Source: an optimization exercise on an open RTL-to-GDS flow (aim: small area, a short achievable clock period and few clock cycles per item). Production flows keep margins and buffers that such runs may drop.
At most, simulation tests tie the RTL to the original design; equivalence was not proved.

## filter
module filter
	#(parameter DWIDTH = 16)
	(input clk,
		input rst,
		output req_in,
		input ack_in,
		input [0:DWIDTH-1] data_in,
		output req_out,
		input ack_out,
		output [0:DWIDTH-1] data_out);
	function [13:0] rom1;
		input [7:0] a;
		case (a)
			8'd0: rom1 = 14'h0;
			8'd1: rom1 = 14'h0;
			8'd2: rom1 = 14'h3fff;
			8'd3: rom1 = 14'h3ffd;
			8'd4: rom1 = 14'h3ffb;
			8'd5: rom1 = 14'h3ff8;
			8'd6: rom1 = 14'h3ff4;
			8'd7: rom1 = 14'h3ff0;
			8'd8: rom1 = 14'h3feb;
			8'd9: rom1 = 14'h3fe5;
			8'd10: rom1 = 14'h3fdf;
			8'd11: rom1 = 14'h3fd7;
			8'd12: rom1 = 14'h3fcf;
			8'd13: rom1 = 14'h3fc7;
			8'd14: rom1 = 14'h3fbd;
			8'd15: rom1 = 14'h3fb3;
			8'd16: rom1 = 14'h3fa8;
			8'd17: rom1 = 14'h3f9c;
			8'd18: rom1 = 14'h3f90;
			8'd19: rom1 = 14'h3f82;
			8'd20: rom1 = 14'h3f74;
			8'd21: rom1 = 14'h3f66;
			8'd22: rom1 = 14'h3f56;
			8'd23: rom1 = 14'h3f46;
			8'd24: rom1 = 14'h3f34;
			8'd25: rom1 = 14'h3f22;
			8'd26: rom1 = 14'h3f10;
			8'd27: rom1 = 14'h3efc;
			8'd28: rom1 = 14'h3ee8;
			8'd29: rom1 = 14'h3ed3;
			8'd30: rom1 = 14'h3ebd;
			8'd31: rom1 = 14'h3ea7;
			8'd32: rom1 = 14'h3e8f;
			8'd33: rom1 = 14'h3e77;
			8'd34: rom1 = 14'h3e5f;
			8'd35: rom1 = 14'h3e45;
			8'd36: rom1 = 14'h3e2b;
			8'd37: rom1 = 14'h3e10;
			8'd38: rom1 = 14'h3df4;
			8'd39: rom1 = 14'h3dd8;
			8'd40: rom1 = 14'h3dbb;
			8'd41: rom1 = 14'h3d9d;
			8'd42: rom1 = 14'h3d7f;
			8'd43: rom1 = 14'h3d60;
			8'd44: rom1 = 14'h3d40;
			8'd45: rom1 = 14'h3d20;
			8'd46: rom1 = 14'h3d00;
			8'd47: rom1 = 14'h3cde;
			8'd48: rom1 = 14'h3cbc;
			8'd49: rom1 = 14'h3c9a;
			8'd50: rom1 = 14'h3c77;
			8'd51: rom1 = 14'h3c53;
			8'd52: rom1 = 14'h3c30;
			8'd53: rom1 = 14'h3c0b;
			8'd54: rom1 = 14'h3be6;
			8'd55: rom1 = 14'h3bc1;
			8'd56: rom1 = 14'h3b9c;
			8'd57: rom1 = 14'h3b76;
			8'd58: rom1 = 14'h3b4f;
			8'd59: rom1 = 14'h3b29;
			8'd60: rom1 = 14'h3b02;
			8'd61: rom1 = 14'h3adb;
			8'd62: rom1 = 14'h3ab3;
			8'd63: rom1 = 14'h3a8c;
  ...
Settings: LEC_CHECK=0, ABC_AREA=1, CAP_MARGIN=20, CORE_MARGIN=2, CORE_UTILIZATION=40, SLEW_MARGIN=20, SYNTH_HIERARCHICAL=1, SYNTH_MEMORY_MAX_BITS=16384, SYNTH_MINIMUM_KEEP_SIZE=0; clock period 11.0 ns.
standard.sh (not shown) runs the stock make flow with config.mk's settings and CLKGATE_MAP_FILE= SYNTH_SCRIPT=/design/flow/synth_recipe.tcl, a recipe that flattens the netlist after the stock synthesis.
==> flow/flow/run.sh <==
#!/bin/bash
# The standard layout (standard.sh: the standard flow's synthesis and ORFS flow with the
# settings of config.mk), with repair_timing asked for more setup slack than
# config.mk's SETUP_SLACK_MARGIN may ask for. The make output goes to
# standard_flow.log; ORFS's own logs stay under orfs/logs.
set -euo pipefail
MARGIN=$(cat flow/margin)
bash standard.sh SETUP_SLACK_MARGIN=$MARGIN finish > standard_flow.log 2>&1
==> flow/flow/margin <==
7.5
Then changed:
--- a/flow/design.v
+++ b/flow/design.v
@@ -355,46 +355,45 @@
 				booth[3*k+2] = b[2*k+2];
 			end
 		end
 	endfunction
 	reg ph;                  
 	reg vr, vt, vd;          
 	reg [7:0] l;             
 	reg pend;                
-	reg [7:0] a_n;           
+	reg [7:0] a1_n, a2_x;    
 	reg rst_r;               
 	reg [21-1:0] e1;
 	reg [24-1:0] e2;
 	reg [15:0] r0, r1, r2, r3;
 	reg [30:0] cs0;
 	reg [30:0] cs1;
 	reg [16:0] cs2;
 	reg [5:0] cs3;
 	reg [30:0] acc;
 	reg [15:0] din;          
 	reg dv;                  
 	reg rqi, rqo;            
 	reg rqi_n, rqo_n;        
 	reg [15:0] q0, q1, q2;   
 	reg [1:0] cnt;           
-	reg popd;                
 	assign req_in = rqi;
 	assign req_out = rqo;
 	assign data_out = q0;
 	wire take = ~rqi_n & ack_in;
-	wire go = ({1'b0, cnt} - popd + vd + vt <= 3'd2) & (~pend | dv | take);
+	wire go = ({1'b0, cnt} + vd + vt <= 3'd2) & (~pend | dv | take);
 	wire shift = ~ph & vr & pend;
 	wire push = ph & vd;
 	wire pop = ~rqo_n & ack_out;
 	wire [7:0] l_next = (l < 8'd13) ? l + 8'd147 : l - 8'd13;
 	wire [7:0] a_next = ph ? l : 8'd160 - l;
-	wire [13:0] c1 = rom1(~a_n);
+	wire [13:0] c1 = rom1(~a1_n);
 	wire [23:0] e1n = booth({c1[13], c1[13], c1});
-	wire [23:0] e2n = booth(rom2(~a_n));
+	wire [23:0] e2n = booth(rom2(a2_x ^ 8'ha5));
 	wire [15:0] xa = r0;
 	wire [15:0] xb = r1;
 	wire [30:0] t0;
 	wire [30:0] t1;
 	wire [16:0] t2;
 	wire [5:0] t3;
 	wire [30:0] ag;
 	wire [30:0] bs, bc;
@@ -1213,30 +1212,30 @@
 	wire ahs13, ahc13;
 	filter_ha u_ahs13 (.a(afc50), .b(afs51), .s(ahs13), .c(ahc13));
 	assign bs = {ahc12, ahc11, ahc10, ahc9, ahc8, afc45, afc43, ahc7, ahc6, ahc5, ahc4, afc33, afc30, afc27, afc24, afc21, ahc3, ahc2, afs16, afc12, afc10, afc8, ahc1, afc5, afc4, afc3, afc2, afc1, afc0, ag[1], ag[0]};
 	assign bc = {ahs13, ahs12, ahs11, ahs10, ahs9, ahs8, afs45, afs43, ahs7, ahs6, ahs5, ahs4, afs33, afs30, afs27, afs24, afs21, ahs3, ahs2, afs14, afs12, afs10, afs8, ahs1, afs5, afs4, afs3, afs2, afs1, afs0, ahs0};
 	assign ag = ph ? acc : 31'h2aac0000;
 	wire [30:0] sum = bs + bc;
 	wire [15:0] y = sum[30:15];
 	wire rqi_next = ~rqi_n ? ~ack_in : (~ack_in & (~dv | shift));
-	wire [1:0] left = cnt - popd;    
-	wire rqo_next = ~rqo_n ? ~ack_out : (~ack_out & ((left != 2'd0) | push));
+	wire rqo_next = ~rqo_n ? ~ack_out : (~ack_out & ((cnt != 2'd0) | push));
 	always @(posedge clk) begin
 		e1 <= e1n[21-1:0];
 		e2 <= e2n;
 		cs0 <= t0;
 		cs1 <= t1;
 		cs2 <= t2;
 		cs3 <= t3;
 		if (~ph)
 			acc <= sum;
 		if (~rqi_n)
 			din <= data_in;
-		a_n <= ~a_next;
+		a1_n <= ~a_next;
+		a2_x <= a_next ^ 8'ha5;
 		rst_r <= rst;
 		if (rst_r) begin
 			r0 <= 16'd0;
 			r1 <= 16'd0;
 			r2 <= 16'd0;
 			r3 <= 16'd0;
 		end else if (ph) begin
 			if (vt) begin
@@ -1258,17 +1257,17 @@
 				r3 <= r0;
 			end
 		end else if (shift) begin
 			r0 <= din;
 			r1 <= r0;
 			r2 <= r1;
 			r3 <= r2;
 		end
-		if (popd) begin
+		if (pop) begin
 			q0 <= (cnt[1] | ~push) ? q1 : y;
 			q1 <= (cnt == 2'd3 | ~push) ? q2 : y;
 			if (cnt == 2'd3)
 				q2 <= y;
 		end else if (push) begin
 			if (cnt == 2'd0)
 				q0 <= y;
 			if (cnt == 2'd1)
@@ -1278,25 +1277,25 @@
 		end
 		if (rst) begin
 			ph <= 1'b0;
 			vr <= 1'b1;
 			vt <= 1'b0;
 			vd <= 1'b0;
 			l <= 8'd0;
 			pend <= 1'b0;
-			a_n <= 8'hff;
+			a1_n <= 8'hff;
+			a2_x <= 8'ha5;
 			dv <= 1'b0;
 			rqi <= 1'b0;
 			rqi_n <= 1'b1;
 			rqo <= 1'b0;
 			rqo_n <= 1'b1;
 			q0 <= 16'd0;
 			cnt <= 2'd1;
-			popd <= 1'b0;
 		end else begin
 			ph <= ~ph;
 			if (ph) begin
 				vr <= go;
 				vd <= vt;
 			end else begin
 				vt <= vr;
 				if (vr) begin
@@ -1305,18 +1304,17 @@
 				end
 			end
 			if (take)
 				dv <= 1'b1;
 			else if (shift)
 				dv <= 1'b0;
 			rqi <= rqi_next;
 			rqi_n <= ~rqi_next;
-			cnt <= cnt + push - popd;
-			popd <= pop;
+			cnt <= cnt + push - pop;
 			rqo <= rqo_next;
 			rqo_n <= ~rqo_next;
 		end
 	end
 endmodule
 module filter_fa(input a, input b, input ci, output s, output co);
 	assign s = a ^ b ^ ci;
 	assign co = (a & b) | (a & ci) | (b & ci);
Outcome: Fmax came out higher by 0.56%. Non-clock buffer count goes down by 3. Area after synthesis came out higher by 2.7%. Global-route usage shrinks by 2.5 points. Wire length goes down by 6.3%. Design area is higher by 3.5%. Final cell count came out higher by 4.6%. Sequential share of layout area falls by 0.63 points. Critical path depth rises by 11. Setup slack improves by 0.019 ns.
Testbench counts after the change, summed over its fixed seeds: cycles 64,000, items 32,000.
Only the layout flow was run in the first run of this note; the RTL was not checked for function there.

==> static timing again, ports no longer ideal <==
No port has a modelled driver above. Below, the same layouts with a new extraction and two added sets of constraints. Step 1, drivers: a clkbuf_16 drives clk and a buf_2 each remaining input, both assumed. Step 2 moves the port delays by t, midway between the first and last clock arrival at a register: inputs arrive t later, outputs are due t later. That takes back most of the time a late clock gives input paths. Slacks: ideal / step 1 / step 2; pairs: ideal / step 1.
| run | t (ns) | setup slack, ns | worst slew at a driven data input, ns |
|---|---|---|---|
| the first run | 0.605 | 7.541 / 7.482 / 7.159 | 0.05 |
| the second run | 0.613 | 7.561 / 7.425 / 6.812 | 0.19 |
After both steps every run listed still meets setup and hold. For the second run, which loses most, drivers alone change the setup slack by -0.136 ns; drivers and shift together by -0.749 ns.
